What follows belongs to an exercise in optimizing a design on an open flow for small area; a production flow would make more cautious choices.
The RTL was checked by simulation tests, not by an equivalence proof against the original design.
The clock input has no modelled driver; a real chip could not lean on it and would need a root buffer or a full tree.
Power figures rest on the tool's default switching activity, not on a simulated workload.

Setup of build 46:
Design Convolution_pipeline, start of the top module:
module Convolution_pipeline(
    clk,
    rst_n,
    in_valid,
    In_IFM_1,
    In_IFM_2,
    In_IFM_3,
    In_IFM_4,
    In_Weight_1,
    In_Weight_2,
    In_Weight_3,
    In_Weight_4,
    Out_OFM
    );
input clk, rst_n;
input in_valid;
input [3:0] In_IFM_1;
input [3:0] In_IFM_2;
input [3:0] In_IFM_3;
input [3:0] In_IFM_4;
input [3:0] In_Weight_1;
input [3:0] In_Weight_2;
input [3:0] In_Weight_3;
input [3:0] In_Weight_4;
output [11:0] Out_OFM;
wire pp1_00, pp1_01, pp1_02, pp1_03, pp1_10, pp1_11, pp1_12, pp1_13, pp1_20, pp1_21, pp1_22, pp1_23, pp1_30, pp1_31, pp1_32, pp1_33, pp2_00, pp2_01, pp2_02, pp2_03, pp2_10, pp2_11, pp2_12, pp2_13, pp2_20, pp2_21, pp2_22, pp2_23, pp2_30, pp2_31, pp2_32, pp2_33, pp3_00, pp3_01, pp3_02, pp3_03, pp3_10, pp3_11, pp3_12, pp3_13, pp3_20, pp3_21, pp3_22, pp3_23, pp3_30, pp3_31, pp3_32, pp3_33, pp4_00, pp4_01, pp4_02, pp4_03, pp4_10, pp4_11, pp4_12, pp4_13, pp4_20, pp4_21, pp4_22, pp4_23, pp4_30, pp4_31, pp4_32, pp4_33, fs1, fc2, fs3, fc4, fs5, fc6, fs7, fc8, fs9, fc10, fs11, fc12, fs13, fc14, fs15, fc16, fs17, fc18, fs19, fc20, fs21, fc22, fs23, fc24, fs25, fc26, fs27, fc28, fs29, fc30, fs31, fc32, fs33, fc34, fs35, fc36, fs37, fc38, fs39, fc40, fs41, fc42, fs43, fc44, fs45, fc46, fs47, fc48, fs49, fc50, fs51, fc52, fs53, fc54, fs55, fc56, fs57, fc58, fs59, fc60, fs61, fc62, fs63, fc64, fs65, fc66, fs67, fc68, fs69, fc70, fs71, fc72, fs73, fc74, fs75, fc76, fs77, fc78, fs79, fc80, fs81, fc82, fs83, fc84, fs85, fc86, fs87, fc88, fs89, fc90, x91, x92, cn93, x94, cn95, x96, cn97, x98, x99, cn100, fs101, fc102, fs103, fc104, fs105, fc106, fs107, fc108, fs109, fc110, x111, cn112, x113, cn114, x115, cn116, x117, cn118, fs119, fc120, x121, x122, cn123;
assign pp1_00 = ~(In_IFM_1[0] & In_Weight_1[0]);
assign pp1_01 = ~(In_IFM_1[0] & In_Weight_1[1]);
assign pp1_02 = ~(In_IFM_1[0] & In_Weight_1[2]);
assign pp1_03 = ~(In_IFM_1[0] & In_Weight_1[3]);
assign pp1_10 = ~(In_IFM_1[1] & In_Weight_1[0]);
  ...
Size: about 210 cells after synthesis, ~49 flip-flops, about 47 I/O pins, about 0.0030 mm2 of cells after synthesis.
export LEC_CHECK = 0
export CAP_MARGIN = 0
export CORE_MARGIN = 2
export CORE_UTILIZATION = 60
export GPL_TIMING_DRIVEN = 0
export PLACE_DENSITY = 0.7
export SLEW_MARGIN = 0
export SYNTH_HIERARCHICAL = 1
export SYNTH_MINIMUM_KEEP_SIZE = 0
create_clock -name core_clock -period 3.0 [get_ports {clk}]
standard.sh (not shown) runs the stock make flow with config.mk's settings and CLKGATE_MAP_FILE= SYNTH_SCRIPT=/design/flow/synth_recipe.tcl, a recipe that flattens the netlist after the stock synthesis.
==> flow/flow/run.sh <==
#!/bin/bash
# The standard layout (the standard.sh), with these changes:
#  - the port buffers are buf_1 cells (the default picks a 10 um2 delay buffer)
#  - CTS inserts no dummy clock loads
#  - after CTS (post_cts.tcl): regroup_clock.tcl drives the clock pins from
#    three of CTS's four leaf buffers (same tree depth), and tiebuf.tcl makes
#    the buffers between tie cells and output ports buf_1, fed by one tie cell
export BUFFER_PORTS_ARGS="-buffer_cell sky130_fd_sc_hd__buf_1"
export CTS_ARGS="-sink_clustering_enable -repair_clock_nets -dont_use_dummy_load"
export POST_CTS_TCL="$PWD/flow/post_cts.tcl"
export CLOCK_LEAVES=3
export TIE_BUF_CELL=sky130_fd_sc_hd__buf_1
bash standard.sh > standard.log 2>&1
==> flow/flow/post_cts.tcl <==
# Run after CTS (POST_CTS_TCL): regroup the clock tree's leaves, then shrink
# the buffers that drive constant output ports.
set flowdir [file dirname [info script]]
source [file join $flowdir regroup_clock.tcl]
source [file join $flowdir tiebuf.tcl]
==> flow/flow/regroup_clock.tcl <==
# Rebuild the leaf level of the clock tree that CTS made: the clock pins are
# split into CLOCK_LEAVES groups by position (k-means), each driven by one of
# CTS's own leaf buffers moved to the middle of its group; the leaf buffers
# left over are removed.  No clock pin changes its depth in the tree.
proc regroup_clock {} {
set block [ord::get_db_block]
set nleaf $::env(CLOCK_LEAVES)
set root [$block findInst clkbuf_0_clk]
set rootnet [[$root findITerm X] getNet]
set leaves {}
foreach it [$rootnet getITerms] {
  set inst [$it getInst]
  if {$inst != $root && [string match "*clkbuf*" [[$inst getMaster] getName]]} { lappend leaves $inst }
}
if {[llength $leaves] <= $nleaf} {
  puts "clock regroup: [llength $leaves] leaf buffers, nothing to do"
  return
}
# clock pins and their positions
set sinks {}
foreach leaf $leaves {
  foreach it [[[$leaf findITerm X] getNet] getITerms] {
    if {[$it getInst] == $leaf} { continue }
    set bb [[$it getInst] getBBox]
    lappend sinks [list $it [expr {([$bb xMin]+[$bb xMax])/2.0}] [expr {([$bb yMin]+[$bb yMax])/2.0}]]
  }
}
puts "clock regroup: [llength $sinks] clock pins, [llength $leaves] leaf buffers -> $nleaf"
# k-means, seeded by the sinks sorted along x
set srt [lsort -real -index 1 $sinks]
set n [llength $srt]
set cx {}; set cy {}
for {set k 0} {$k < $nleaf} {incr k} {
  set s [lindex $srt [expr {int(($k+0.5)*$n/$nleaf)}]]
  lappend cx [lindex $s 1]; lappend cy [lindex $s 2]
}
for {set iter 0} {$iter < 50} {incr iter} {
  set asg {}
  foreach s $sinks {
    set best 0; set bd 1e30
    for {set k 0} {$k < $nleaf} {incr k} {
      set d [expr {abs([lindex $s 1]-[lindex $cx $k]) + abs([lindex $s 2]-[lindex $cy $k])}]
      if {$d < $bd} { set bd $d; set best $k }
    }
    lappend asg $best
  }
  # balance: cap each group at ceil(n/nleaf)+1 by moving farthest members
  set ncx {}; set ncy {}
  for {set k 0} {$k < $nleaf} {incr k} {
    set sx 0; set sy 0; set c 0
    foreach s $sinks a $asg { if {$a == $k} { set sx [expr {$sx+[lindex $s 1]}]; set sy [expr {$sy+[lindex $s 2]}]; incr c } }
    if {$c > 0} { lappend ncx [expr {$sx/$c}]; lappend ncy [expr {$sy/$c}] } else { lappend ncx [lindex $cx $k]; lappend ncy [lindex $cy $k] }
  }
  set cx $ncx; set cy $ncy
}
set counts {}
for {set k 0} {$k < $nleaf} {incr k} { set c 0; foreach a $asg { if {$a == $k} { incr c } }; lappend counts $c }
puts "clock regroup: group sizes $counts"
# drop the extra leaf buffers
foreach leaf [lrange $leaves $nleaf end] {
  set onet [[$leaf findITerm X] getNet]
  foreach it [$onet getITerms] { $it disconnect }
  [$leaf findITerm A] disconnect
  odb::dbInst_destroy $leaf
  odb::dbNet_destroy $onet
}
set leaves [lrange $leaves 0 [expr {$nleaf-1}]]
# reconnect the clock pins and move the leaf buffers
foreach s $sinks { [lindex $s 0] disconnect }
for {set k 0} {$k < $nleaf} {incr k} {
  set leaf [lindex $leaves $k]
  set onet [[$leaf findITerm X] getNet]
  foreach s $sinks a $asg { if {$a == $k} { [lindex $s 0] connect $onet } }
  set bb [$leaf getBBox]
  $leaf setLocation [expr {int([lindex $cx $k] - ([$bb xMax]-[$bb xMin])/2)}] [expr {int([lindex $cy $k])}]
  $leaf setPlacementStatus PLACED
}
if {[info exists ::env(CLOCK_ROOT_CELL)]} { replace_cell [get_cells [$root getName]] $::env(CLOCK_ROOT_CELL) }
detailed_placement
estimate_parasitics -placement
}
regroup_clock
==> flow/flow/tiebuf.tcl <==
# Buffers that only pass a tie cell's constant to an output port need no
# drive: make them TIE_BUF_CELL, and let one tie cell drive them all.
proc tie_buffers {} {
  set block [ord::get_db_block]
  set keep ""
  foreach inst [$block getInsts] {
    set m [[$inst getMaster] getName]
    if {![string match "sky130_fd_sc_hd__buf_*" $m]} { continue }
    set net [[$inst findITerm A] getNet]
    if {$net eq "NULL" || $net eq ""} { continue }
    set tie ""
    foreach it [$net getITerms] {
      set ti [$it getInst]
      if {[string match "sky130_fd_sc_hd__conb_*" [[$ti getMaster] getName]]} { set tie $ti; set tiepin [[$it getMTerm] getName] }
    }
    if {$tie eq ""} { continue }
    if {$m ne $::env(TIE_BUF_CELL)} {
      puts "tie buffer [$inst getName]: $m -> $::env(TIE_BUF_CELL)"
      replace_cell [get_cells [$inst getName]] $::env(TIE_BUF_CELL)
    }
    # one tie cell for all: move this buffer to the first tie cell's net
    if {$keep eq ""} {
      if {[llength [$net getITerms]] == 2} { set keep [list $tie $tiepin $net] }
      continue
    }
    if {[lindex $keep 1] ne $tiepin || [llength [$net getITerms]] != 2} { continue }
    [$inst findITerm A] disconnect
    [$inst findITerm A] connect [lindex $keep 2]
    foreach it [$tie getITerms] { if {[$it getNet] ne "NULL" && [$it getNet] ne ""} { $it disconnect } }
    puts "tie cell [$tie getName] removed: [$inst getName] now driven by [[lindex $keep 0] getName]"
    odb::dbInst_destroy $tie
    odb::dbNet_destroy $net
  }
}
tie_buffers
Having completed the whole flow, build 46 delivered a layout that passed the timing, DRC and antenna checks.
> inputs changed (build 46 -> build 20)
- a change of PLACE_DENSITY from 0.7 to 0.6
- a change of CORE_UTILIZATION from 60 to 50
--- a/flow/flow/run.sh
+++ b/flow/flow/run.sh
@@ -7 +7 @@
-#    the buffers between tie cells and output ports buf_1, fed by one tie cell
+#    the buffers between tie cells and output ports buf_1
==> flow/flow/tiebuf.tcl <==
# Buffers that only pass a tie cell's constant to an output port need no
# drive: make them TIE_BUF_CELL.
set block [ord::get_db_block]
foreach inst [$block getInsts] {
  set m [[$inst getMaster] getName]
  if {![string match "sky130_fd_sc_hd__buf_*" $m]} { continue }
  set a [$inst findITerm A]
  if {$a eq "NULL" || $a eq ""} { continue }
  set net [$a getNet]
  if {$net eq "NULL" || $net eq ""} { continue }
  set tie 0
  foreach it [$net getITerms] {
    if {[string match "sky130_fd_sc_hd__conb_*" [[[$it getInst] getMaster] getName]]} { set tie 1 }
  }
  if {$tie && $m ne $::env(TIE_BUF_CELL)} {
    puts "tie buffer [$inst getName]: $m -> $::env(TIE_BUF_CELL)"
    replace_cell [get_cells [$inst getName]] $::env(TIE_BUF_CELL)
  }
}
Findings:
Build 20 ends up with a first-pass GRT wire length that is about 4% higher than in build 46. Delta (build 20 minus build 46): measured slew at the worst slew-check pin up 0.0076 ns; final design utilization down 13 points; placement row count up 12%. The post-route worst hold slack of build 20 is higher than that of build 46.
Setup changes, build 20 to build 34
- CORE_UTILIZATION: 50 -> 60
- PLACE_DENSITY: 0.6 -> 0.7
==> flow/flow/run.sh <==
#!/bin/bash
# The standard layout (the standard.sh), with three changes:
#  - the port buffers are buf_1 cells (the default picks a 10 um2 delay buffer)
#  - CTS inserts no dummy clock loads
#  - after CTS, regroup_clock.tcl drives the clock pins from three of CTS's
#    four leaf buffers instead of four (same tree depth)
export BUFFER_PORTS_ARGS="-buffer_cell sky130_fd_sc_hd__buf_1"
export CTS_ARGS="-sink_clustering_enable -repair_clock_nets -dont_use_dummy_load"
export POST_CTS_TCL="$PWD/flow/regroup_clock.tcl"
export CLOCK_LEAVES=3
bash standard.sh > standard.log 2>&1
--- a/flow/flow/regroup_clock.tcl
+++ b/flow/flow/regroup_clock.tcl
@@ -5 +4,0 @@
-proc regroup_clock {} {
@@ -14,4 +12,0 @@
-}
-if {[llength $leaves] <= $nleaf} {
-  puts "clock regroup: [llength $leaves] leaf buffers, nothing to do"
-  return
@@ -81,2 +75,0 @@
-}
-regroup_clock
removed: flow/flow/post_cts.tcl
removed: flow/flow/tiebuf.tcl
## What came out
Compared with build 20, in build 34 final area fell by 0.49%, leakage dissipation rose by 0.0076 nW, global-route usage rose by 2.9 points, via count of the first global-routing pass fell by 5.8%, total power divided by cell area rose by about 0.9%.
Summary: with build 20 as the reference, post-layout total power in build 34 moved up slightly.
Relative to build 20, setup slack has gone down in build 34.
Compared to build 20, the routing of build 34 uses less wire.
Overall via count from detail_route delta (build 34 − build 20): unfavourable
The following lists how build 49 was set up differently from build 34:
--- a/flow/flow/run.sh
+++ b/flow/flow/run.sh
@@ -2 +2 @@
-# The standard layout (the standard.sh), with three changes:
+# The standard layout (the standard.sh), with these changes:
@@ -5,2 +5,3 @@
-#  - after CTS, regroup_clock.tcl drives the clock pins from three of CTS's
-#    four leaf buffers instead of four (same tree depth)
+#  - after CTS (post_cts.tcl): regroup_clock.tcl drives the clock pins from
+#    three of CTS's four leaf buffers (same tree depth), and tiebuf.tcl makes
+#    the buffers between tie cells and output ports buf_1
@@ -9 +10 @@
-export POST_CTS_TCL="$PWD/flow/regroup_clock.tcl"
+export POST_CTS_TCL="$PWD/flow/post_cts.tcl"
@@ -10,0 +12 @@
+export TIE_BUF_CELL=sky130_fd_sc_hd__buf_1
==> flow/flow/post_cts.tcl (new file) <==
# Run after CTS (POST_CTS_TCL): regroup the clock tree's leaves, then shrink
# the buffers that drive constant output ports.
set flowdir [file dirname [info script]]
source [file join $flowdir regroup_clock.tcl]
source [file join $flowdir tiebuf.tcl]
--- a/flow/flow/regroup_clock.tcl
+++ b/flow/flow/regroup_clock.tcl
@@ -4,0 +5 @@
+proc regroup_clock {} {
@@ -12,0 +14,4 @@
+}
+if {[llength $leaves] <= $nleaf} {
+  puts "clock regroup: [llength $leaves] leaf buffers, nothing to do"
+  return
@@ -75,0 +81,2 @@
+}
+regroup_clock
==> flow/flow/tiebuf.tcl (new file) <==
# Buffers that only pass a tie cell's constant to an output port need no
# drive: make them TIE_BUF_CELL.
set block [ord::get_db_block]
foreach inst [$block getInsts] {
  set m [[$inst getMaster] getName]
  if {![string match "sky130_fd_sc_hd__buf_*" $m]} { continue }
  set a [$inst findITerm A]
  if {$a eq "NULL" || $a eq ""} { continue }
  set net [$a getNet]
  if {$net eq "NULL" || $net eq ""} { continue }
  set tie 0
  foreach it [$net getITerms] {
    if {[string match "sky130_fd_sc_hd__conb_*" [[[$it getInst] getMaster] getName]]} { set tie 1 }
  }
  if {$tie && $m ne $::env(TIE_BUF_CELL)} {
    puts "tie buffer [$inst getName]: $m -> $::env(TIE_BUF_CELL)"
    replace_cell [get_cells [$inst getName]] $::env(TIE_BUF_CELL)
  }
}
Notes after the runs:
Build 34 did not stop at any stage, and its layout met the timing, DRC and antenna checks.
Build 49: PASS, flow complete, no timing, DRC or antenna violations
In the flow results for build 49 and build 34, the total wirelength of the detailed-routed design is larger on build 49.
Summary of build 49 over build 34: combinational cell power did not really move; via count did not really move.

==> what the ideal ports hide <==
In the flow no input, the clock included, has a driving cell. The finished layouts below were timed again as built, in two steps.
Step 1 assumes that a clkbuf_16 drives the clock port and a buf_2 every other input.
Step 2 times the ports against the registers' clock, not the clock port: input delays grow and output delays shrink by t, the midpoint of the rising clock arrivals with the driver on.
Three values: no drivers, after step 1, after step 2; two values: the first two.
run | t, ns | setup slack, ns | worst setup path at the end
build 46 | 0.321 | 0.055 / 0.055 / -0.266 | input to register
build 20 | 0.312 | 0.064 / 0.068 / -0.244 | input to register
build 34 | 0.322 | 0.043 / 0.046 / -0.276 | input to register
build 49 | 0.321 | 0.043 / 0.046 / -0.275 | input to register
With both steps, setup timing fails in every run listed, where it was met with ideal ports. The setup slack of build 46, which loses most, moves by 0.000 ns with the drivers and by -0.321 ns with both steps.
